This design comes from an exercise in tuning for small area on the open sky130 flow, not from production work. Only simulation tests tie the RTL to the original design; equivalence was not proved. Power figures rest on the tool's default switching activity, not on a simulated workload.

===== flow/design.v =====
`timescale 1ns / 1ps
module act_n_weight_ctrlr #(
    parameter ADDR_IN           = 20,
    parameter ADDR_W            = 18,
    parameter ACT_PER_CORE      = 11,
    parameter WEIGHT_PER_CORE   = 9,
    parameter NUM_DENSE_CORE    = 8,
    parameter NUM_SPARSE_CORE   = 4,
    parameter INPUT_BW          = 8,
    parameter OUTPUT_BW         = 8
)(
    input                       clk,
    input                       resetn,
    input  wire start,
    output wire done,
    input  wire [9:0] TOTAL_IC,
    input  wire [5:0] OC,
    input  wire [5:0] IMG_H,
    input  wire [5:0] IMG_W,
    input  wire [2:0] K,
    input  wire signed [INPUT_BW-1:0]   input_mem_data,
    output wire [ADDR_IN-1:0]           input_mem_addr,
    output                              input_mem_en,
    input  wire signed [INPUT_BW-1:0]   weight_mem_data,
    output wire [ADDR_W-1:0]            weight_mem_addr,
    output                              weight_mem_en,
    output wire signed [INPUT_BW-1:0]   act_row_mem_data,
    output wire [ACT_PER_CORE-1:0]      act_row_mem_addr,
    output wire signed [INPUT_BW-1:0]       weight_row_mem_data,
    output wire [WEIGHT_PER_CORE-1:0]       weight_row_mem_addr,
    input wire [NUM_DENSE_CORE-1:0]     which_dense_core_done,
    input wire [NUM_SPARSE_CORE-1:0]    which_sparse_core_done,
    output wire [NUM_DENSE_CORE-1:0]        which_dense_core_start,
    output wire [NUM_SPARSE_CORE-1:0]       which_sparse_core_start
    );
    function [20:0] radd;
        input [19:0] a;
        input [19:0] b;
        input        ci;
        integer i;
        reg c;
        begin
            c = ci;
            for (i = 0; i < 20; i = i + 1) begin
                radd[i] = a[i] ^ b[i] ^ c;
                c = (a[i] & b[i]) | (c & (a[i] ^ b[i]));
            end
            radd[20] = c;
        end
    endfunction
    localparam IDLE                 = 3'd0;
    localparam SPARSE_CHECK         = 3'd1;
    localparam DENSE_CORE_CHECK     = 3'd2;
    localparam SPARSE_CORE_CHECK    = 3'd3;
    localparam LOAD_DENSE_DATA      = 3'd4;
    localparam LOAD_SPARSE_DATA     = 3'd5;
    localparam IS_DONE              = 3'd6;
    localparam DONE                 = 3'd7;
    reg [2:0] state;
    wire st_idle  = (state == IDLE);
    wire st_sc    = (state == SPARSE_CHECK);
    wire st_dcc   = (state == DENSE_CORE_CHECK);
    wire st_scc   = (state == SPARSE_CORE_CHECK);
    wire st_load  = (state == LOAD_DENSE_DATA) || (state == LOAD_SPARSE_DATA);
    wire st_isd   = (state == IS_DONE);
    wire        k3   = K[1];
    wire [20:0] wm1_s  = radd({14'd0, IMG_W}, {14'd0, {5{~k3}}, 1'b1}, 1'b0);
    wire [5:0]  wm1  = wm1_s[5:0];                                   
    wire [20:0] tm1_s  = radd({10'd0, TOTAL_IC}, {10'd0, 10'h3ff}, 1'b0);
    wire [9:0]  tm1  = tm1_s[9:0];                                   
    wire [20:0] kkt1_s = radd({10'd0, tm1}, {7'd0, k3 ? {tm1, 3'b0} : 13'd0}, 1'b0);
    wire [12:0] kkt1 = kkt1_s[12:0];                                 
    wire [20:0] ocm1_s = radd({14'd0, OC}, {14'd0, 6'h3f}, 1'b0);
    wire [20:0] wpcm1_s = radd({14'd0, ocm1_s[5:0]}, {11'd0, k3 ? {OC, 3'b0} : 9'd0}, 1'b0);
    wire [8:0]  wpcm1  = wpcm1_s[8:0];                               
    wire        one_one = ~k3 & (OC == 6'd1) & (IMG_H == 6'd1) & (IMG_W == 6'd1);
    reg        was_dense_core_q;
    reg [1:0]  ic_per_core_cnt;
    reg [5:0]  sparsity_cnt;         
    reg [5:0]  sparse_amount;        
    reg [19:0] input_mem_addr_reg;
    reg [17:0] weight_addr;
    reg [12:0] weight_base;          
    reg [3:0]  weight_ic_cnt;
    reg        weight_full;          
    reg        weight_full_q;
    reg        load_q;               
    reg [10:0] input_per_core_cnt_delay;
    reg [8:0]  weight_per_core_cnt_delay;
    reg [NUM_DENSE_CORE-1:0]   dense_core_ready;
    reg [NUM_SPARSE_CORE-1:0]  sparse_core_ready;
    reg [2:0]  dense_core_check_cnt;
    reg [1:0]  sparse_core_check_cnt;
    reg        get_core;
    reg        granted_last;         
    wire col_last = (sparsity_cnt == wm1);
    wire row_last = (sparse_amount == IMG_H);
    wire act_last = col_last & row_last;
    wire [20:0] scnt_inc_s = radd({14'd0, sparsity_cnt}, 20'd0, 1'b1);
    wire [5:0]  scnt_inc   = scnt_inc_s[5:0];
    wire [20:0] amt_inc_s  = radd({14'd0, sparse_amount}, 20'd0, st_load | (input_mem_data == 0));
    wire [5:0]  amt_inc    = amt_inc_s[5:0];
    wire [20:0] dec_s      = radd({13'd0, sparse_amount, 1'b0}, {13'd0, 1'b1, ~wm1}, 1'b1);
    wire        go_sparse  = dec_s[7];
    wire [20:0] wpc_inc_s = radd({11'd0, weight_per_core_cnt_delay}, 20'd0, 1'b1);
    wire [8:0]  weight_per_core_cnt = ~load_q ? 9'd0 : weight_full_q ? weight_per_core_cnt_delay : wpc_inc_s[8:0];
    wire       w_last    = weight_full | (weight_per_core_cnt == wpcm1);
    wire       w_step    = st_load & ~weight_full;
    wire       ic_wrap   = ~k3 | (weight_ic_cnt[3] & ~weight_ic_cnt[1] & ~weight_ic_cnt[0]);
    wire [3:0] ic_inc_s  = {weight_ic_cnt[2:0], ~(weight_ic_cnt[3] ^ weight_ic_cnt[2])};
    wire [20:0] wa_s = radd(st_isd ? {7'd0, weight_base} : {2'd0, weight_addr},
                            st_isd ? {16'd0, k3, 3'b000} : (w_step & ic_wrap) ? {7'd0, kkt1} : 20'd0,
                            st_isd | w_step);
    wire [12:0] base_next   = wa_s[12:0];
    wire        tile_last   = (weight_base == kkt1) | (one_one & (base_next == kkt1));
    wire sc_count  = st_sc & (ic_per_core_cnt == 2'd0);
    wire in_rewind = sc_count & col_last;
    wire in_step   = st_load | (sc_count & ~col_last);
    wire [20:0] in_s = radd(input_mem_addr_reg, in_rewind ? {14'h3fff, ~wm1} : 20'd0, in_step | in_rewind);
    wire [20:0] ipc_s = radd({9'd0, input_per_core_cnt_delay}, 20'd0, 1'b1);
    wire [10:0] input_per_core_cnt = load_q ? ipc_s[10:0] : 11'd0;
    wire start_pulse = load_q & (input_per_core_cnt_delay == 11'd0) & (ic_per_core_cnt == 2'd0);
    assign done             = (state == DONE);
    assign input_mem_en     = ~st_idle;
    assign weight_mem_en    = ~st_idle;
    assign input_mem_addr   = input_mem_addr_reg;
    assign weight_mem_addr  = weight_addr;
    assign act_row_mem_data    = input_mem_data;
    assign act_row_mem_addr    = input_per_core_cnt_delay;
    assign weight_row_mem_data = weight_mem_data;
    assign weight_row_mem_addr = weight_per_core_cnt_delay;
    wire [7:0] dcnt_hot = 8'd1 << dense_core_check_cnt;
    wire [3:0] scnt_hot = 4'd1 << sparse_core_check_cnt;
    assign which_dense_core_start  = (start_pulse &  was_dense_core_q) ?
        {dcnt_hot[0] & granted_last, dcnt_hot[0] & ~granted_last, dcnt_hot[6:1]} : 8'd0;
    assign which_sparse_core_start = (start_pulse & ~was_dense_core_q) ?
        {scnt_hot[0] & granted_last, scnt_hot[0] & ~granted_last, scnt_hot[2:1]} : 4'd0;
    reg [2:0] n_state;
    always @(*) begin
        case (state)
        IDLE              : n_state = start ? SPARSE_CHECK : IDLE;
        SPARSE_CHECK      : begin
            if (ic_per_core_cnt != 2'd0)
                n_state = was_dense_core_q ? LOAD_DENSE_DATA : LOAD_SPARSE_DATA;
            else if (col_last)
                n_state = go_sparse ? SPARSE_CORE_CHECK : DENSE_CORE_CHECK;
            else
                n_state = SPARSE_CHECK;
        end
        DENSE_CORE_CHECK  : n_state = get_core ? LOAD_DENSE_DATA : DENSE_CORE_CHECK;
        SPARSE_CORE_CHECK : n_state = get_core ? LOAD_SPARSE_DATA : SPARSE_CORE_CHECK;
        LOAD_DENSE_DATA   : n_state = (act_last & w_last) ? IS_DONE : LOAD_DENSE_DATA;
        LOAD_SPARSE_DATA  : n_state = (act_last & w_last) ? IS_DONE : LOAD_SPARSE_DATA;
        IS_DONE           : n_state = tile_last ? DONE : SPARSE_CHECK;
        default           : n_state = IDLE;
        endcase
    end
    always @(posedge clk or negedge resetn) begin
        if (~resetn) state <= IDLE;
        else         state <= n_state;
    end
    always @(posedge clk) begin
        if (sc_count) begin
            sparsity_cnt  <= scnt_inc;
            sparse_amount <= amt_inc;
        end
        else if (st_load) begin
            if (~col_last)
                sparsity_cnt <= scnt_inc;
            else if (~row_last) begin
                sparsity_cnt  <= 6'd0;
                sparse_amount <= amt_inc;
            end
        end
        else begin
            sparsity_cnt  <= 6'd0;
            sparse_amount <= (st_dcc | st_scc | st_sc) ? {{5{k3}}, 1'b1} : 6'd0;
        end
    end
    always @(posedge clk) begin
        if (st_idle) begin
            input_mem_addr_reg <= 20'd0;
            weight_addr        <= 18'd0;
            weight_base        <= 13'd0;
        end
        else begin
            input_mem_addr_reg <= in_s[19:0];
            weight_addr        <= wa_s[17:0];
            if (st_isd) weight_base <= base_next;
        end
        weight_ic_cnt <= (w_step & ~ic_wrap) ? ic_inc_s[3:0] : 4'd0;
    end
    always @(posedge clk or negedge resetn) begin
        if (~resetn) begin
            load_q                    <= 1'b0;
            input_per_core_cnt_delay  <= 11'd0;
            weight_per_core_cnt_delay <= 9'd0;
        end
        else begin
            load_q                    <= st_load;
            input_per_core_cnt_delay  <= input_per_core_cnt;
            weight_per_core_cnt_delay <= weight_per_core_cnt;
        end
    end
    always @(posedge clk) begin
        weight_full   <= st_load & w_last;
        weight_full_q <= weight_full;
    end
    always @(posedge clk) begin
        if (state == LOAD_DENSE_DATA)       was_dense_core_q <= 1'b1;
        else if (state == LOAD_SPARSE_DATA) was_dense_core_q <= 1'b0;
        if (st_idle)     ic_per_core_cnt <= 2'd0;
        else if (st_isd) ic_per_core_cnt <= (~k3 & ~ic_per_core_cnt[1]) ? {ic_per_core_cnt[0], ~ic_per_core_cnt[0]} : 2'd0;
    end
    wire dense_busy  = dense_core_ready[dense_core_check_cnt];
    wire sparse_busy = sparse_core_ready[sparse_core_check_cnt];
    wire [7:0] dense_sel  = st_dcc ? (8'd1 << dense_core_check_cnt) : 8'd0;
    wire [3:0] sparse_sel = st_scc ? (4'd1 << sparse_core_check_cnt) : 4'd0;
    always @(posedge clk or negedge resetn) begin
        if (~resetn) begin
            dense_core_ready  <= 0;
            sparse_core_ready <= 0;
        end
        else begin
            dense_core_ready  <= (dense_core_ready & ~(dense_sel & which_dense_core_done)) |
                                 (~dense_core_ready & dense_sel & {8{~get_core}});
            sparse_core_ready <= (sparse_core_ready & ~(sparse_sel & which_sparse_core_done)) |
                                 (~sparse_core_ready & sparse_sel & {4{~get_core}});
        end
    end
    always @(posedge clk)
        get_core <= ~get_core & ((st_dcc & ~dense_busy) | (st_scc & ~sparse_busy));
    wire [20:0] dcnt_inc = radd({17'd0, dense_core_check_cnt}, 20'd0, 1'b1);
    wire [20:0] scnt2_inc = radd({18'd0, sparse_core_check_cnt}, 20'd0, 1'b1);
    always @(posedge clk) begin
        if (st_idle) begin
            dense_core_check_cnt  <= 3'd0;
            sparse_core_check_cnt <= 2'd0;
        end
        else if (st_dcc) begin
            if (~get_core | (dense_core_check_cnt == 3'd7))
                dense_core_check_cnt <= dcnt_inc[2:0];
        end
        else if (st_scc) begin
            if (~get_core | (sparse_core_check_cnt == 2'd3))
                sparse_core_check_cnt <= scnt2_inc[1:0];
        end
        if (get_core)
            granted_last <= st_dcc ? (dense_core_check_cnt == 3'd0) : (sparse_core_check_cnt == 2'd0);
    end
endmodule

===== flow/flow/run.sh =====
#!/bin/bash
set -euo pipefail
export BUFFER_PORTS_ARGS="-buffer_cell sky130_fd_sc_hd__buf_1"
export CTS_ARGS="-sink_clustering_enable -repair_clock_nets -buf_list sky130_fd_sc_hd__clkbuf_8 -dont_use_dummy_load"
bash standard.sh > flow_make.log 2>&1

===== flow/standard.sh =====
#!/bin/bash
# synth_recipe.tcl (not shown) runs the flow's synth.tcl, then flattens the netlist and writes it again
# the make line also repeats each setting of config.mk as NAME=value (left out here)
make -C /OpenROAD-flow-scripts/flow DESIGN_CONFIG=/design/flow/config.mk WORK_HOME=/design/flow/orfs CLKGATE_MAP_FILE= SYNTH_SCRIPT=/design/flow/synth_recipe.tcl "${@:-finish}"

===== flow/config.mk =====
export PLATFORM = sky130hd
export DESIGN_NAME = act_n_weight_ctrlr
export DESIGN_NICKNAME = act_n_weight_ctrlr
export VERILOG_FILES = /design/flow/design.v
export SDC_FILE = /design/flow/constraint.sdc
export NUM_CORES = 4
export LEC_CHECK = 0
export CAP_MARGIN = 20
export CORE_MARGIN = 2
export CORE_UTILIZATION = 40
export SLEW_MARGIN = 20

===== flow/constraint.sdc =====
create_clock -name core_clock -period 15.0 [get_ports {clk}]
set_input_delay 3.0000 -clock core_clock [delete_from_list [all_inputs] [get_ports {clk}]]
set_output_delay 3.0000 -clock core_clock [all_outputs]
set_load 0.01 [all_outputs]

==> summary.txt <==
Cells and area
  • Fin area: 8290 um^2
  • Max FFs per register: 20
  • Diode count: 0
  • Layout cells sized above 1: 0.0452
  • Layout Nets: 1056
  • FILL cells: 1767
  • Area grow syn2layout: 11.2%
  • Finished Layout Cells: 1113

CTS
  • CTS tree: built
  • Clk latency of the worst-skew pair: 0.43 ns
  • H-tree Lvls: 4
  • Post_cts resized: 0
  • CTS root buf: clkbuf_8
  • TritonCTS Sinks: 115
  • Max Buffers Root-to-Sink: 2
  • # Post-CTS Setup Buffers: 0
  • CTS Buf Count: 17
  • Clk slew on worst S/H paths: 0.07 ns
  • Hold_buf cts: 0

Timing
  • Final Max Slew Viols: 0
  • Min Clock Period, post-route: 12.24 ns
  • F_max: 81.7 MHz
  • Setup_tns: 0 ns
  • Setup violations, final: 0
  • Worst Max-Slew Pin Slew: 0.933 ns
  • Fin. Hold Viols: 0
  • Slew headroom: 0.378
  • Fin crit share: 0.816
  • Clock Skew: 0.0211 ns
  • Setup ws final: 2.76 ns
  • RSZ-0062 raised after global routing: no
  • Hold_ws: 0.450 ns

Yosys
  • Count of cell types in the netlist: 54
  • Most common cell in the synthesized netlist: nand2_1
  • Synth cell count leaders: 83 x nand2_1, 77 x ha_1, 66 x dfxtp_1, 58 x inv_1, 54 x nor2_1
  • Most used DFF post-synth: dfxtp_1
  • Number of synthesized flops with an enable pin: 13
  • Post-synthesis cell area: 7460 um^2
  • Mapped Cells: 771
  • Sequential area share after synthesis: 0.350
  • Post-synth ARST share: 0.313
  • Post-synth top area share: 0.177
  • Synthesized flop and latch total: 115
  • Synth warnings: 1
  • Post-Syn Area per Cell: 9.67 um^2
  • Yosys top cell by area: dfxtp_1
  • Syn_nets: 941
  • Top post-synthesis cells by area: dfxtp_1 18%, ha_1 13%, dfrtp_1 12%

Die
  • Core Area: 18100 um^2
  • Core Rows: 49
  • Die W: 141 um
  • Full die area: 19800 um^2
  • Starting density of the core: 0.411
  • Ports: 151
  • Die H: 141 um

Critical path
  • CP max stage cell: fa_1
  • Crit end category: register
  • CP dominant cell by count: ha_1
  • Setup crit start: K[1]
  • CP max stage delay: 0.55 ns
  • Worst r2r path cells: 37
  • CP Data Arrival Time: 12.54 ns
  • Startpoint Class: input pin
  • Worst path required time: 15.30 ns
  • CP endpoint: input_mem_addr_reg[19]
  • R2r endpoint: input_mem_addr_reg[19]
  • Critical path fanouts, max: 19
  • Worst Setup Path Type: input pin to register
  • R2R setup slack: 6.54 ns
  • Worst R2R Start: state[2]

Power and ir drop
  • Switching Fraction: 0.379
  • Peak supply drop: 0.0000860 V
  • Internal power: 0.750 mW
  • Leak Pwr: 4.08 nW
  • Comb pwr share: 0.432
  • P_sw: 0.458 mW
  • Clock network power share: 0.172
  • Sequential power share: 0.396
  • PD cells: 146 nW/um^2

Place
  • Post-DP HPWL: 12400 um
  • Pre-CTS setup slack: 2.28 ns
  • Placed cells: 1096
  • Port bufs: 132
  • GPL Wtd Cong: 0.793
  • Placed inst area: 8060 um^2

Detailed routing
  • Drt pass-1 iters: 4
  • Total wire length: 16400 um
  • Post-DRT Antenna Nets: 0
  • Wire per inst: 14.7 um
  • DRC viols: 0
  • DRT iter0 DRCs: 257
  • Vias per std cell: 5.01
  • Routed vias: 5573

Global route
  • GRT Overall Usage: 0.176
  • Largest net degree at the start of global routing: 60
  • Vias in the first global route: 5605
  • GR Overflow Total: 0
  • Antenna violations before repair: 0
  • First-pass GRT wire length: 27800 um

Job
  • Total of max-cap violations: 0

Hold path
  • HP Class: register to register

Status
  • Status: no timing/DRC/antenna violations
worst min-delay path by stage:
| stage | start | end | slack [ns] | cells past startpoint |
|---|---|---|---|---|
| 2_1_floorplan | weight_full | weight_full_q | 0.38 | 0 |
| 3_3_place_gp | weight_full | weight_full_q | 0.42 | 0 |
| 3_5_place_dp | weight_full | weight_full_q | 0.43 | 0 |
| 4_1_cts | weight_full | weight_full_q | 0.44 | 0 |
| 5_1_grt | weight_full | weight_full_q | 0.46 | 0 |
| 6_report | weight_full | weight_full_q | 0.45 | 0 |
metal layers:
| layer | share of wire | GRT usage | vias to the layer above |
|---|---|---|---|
| li1 | - | - | 2792 |
| met1 | 0.48 | 0.238 | 2637 |
| met2 | 0.45 | 0.284 | 128 |
| met3 | 0.054 | 0.0468 | 16 |
| met4 | 0.0085 | 0.0368 | 0 |
| met5 | 0 | 0 | - |
worst max-delay path: cells and delay by family:
family          cells  cell delay [ns]
compound gates     12             1.81
simple gates        3             0.29
buf+inv             3             0.66
mux                 1             0.16
xor+xnor            3             0.60
fa+ha+maj          22             6.00
metrics by stage:
stage	util	power, mW
after floorplan	-	0.867
after global placement	0.444	1.00
after detailed placement	0.444	1.01
after CTS	0.457	1.23
after global routing	0.457	1.32
final	0.457	1.21
placed cells by master (no fill, tap or decap), types with 9 or more instances in the layout:
cell / count
xor2_1: 43
nand2_1: 83
nor4_1: 14
buf_1: 131
nor3_1: 17
and3_1: 16
and2_1: 17
a21oi_1: 31
xnor2_1: 27
nor2b_1: 40
ha_1: 77
mux2i_1: 9
clkbuf_8: 17
nor2_1: 54
inv_1: 58
fa_1: 31
dfxtp_1: 66
dfrtp_1: 36
a21o_1: 19
edfxtp_1: 13
area by class of cell:
cell class                      count  area, um^2  share of cell area
Sequential cell                   115        2610               0.315
Clock buffer                       17         234              0.0282
Timing Repair Buffer              139         549              0.0662
Tap cell                          229         287              0.0345
Multi-Input combinational cell    553        4390               0.529
Inverter                           60         225              0.0272
cells by family after synthesis:
kind of cell / count (synthesis) / share of synthesized area
compound gates: 84 / 0.0738
flops: 115 / 0.350
simple gates: 272 / 0.185
fa+ha+maj: 108 / 0.212
mux: 17 / 0.0287
xor+xnor: 72 / 0.0874
buf+inv: 103 / 0.0621
power by group through the flow:
stage | clock, mW | sequential, mW | combinational, mW
floorplan | 0 | 0.490 | 0.377
global placement | 0 | 0.483 | 0.519
detailed placement | 0 | 0.484 | 0.527
CTS | 0.216 | 0.479 | 0.532
global route | 0.231 | 0.492 | 0.600
finish | 0.207 | 0.478 | 0.522

==> what the ideal ports hide <==
How much do the figures lean on ideal ports? The routed layout below was timed once more, with nothing changed but the port constraints. Step 1: set_driving_cell puts a clkbuf_16 on clk and a buf_2 on each other input, an assumption about the parent block. Step 2 moves the port delays by t, midway between the first and last clock arrival at a register: inputs arrive t later, outputs are due t later. That takes back most of the time a late clock gives input paths. a / b / c = ideal / step 1 / step 2; a / b = the first two.
shift t [ns]: 0.459
slack for setup (ns): 2.758 / 2.773 / 2.314
worst setup path at the end: input to register
worst register clock-pin slew, ns: 0.07 / 0.07
pins driven straight from the clock port: 1
After both steps setup and hold are still met in this run. The setup slack of this run moves by +0.015 ns with the drivers and by -0.444 ns with both steps.
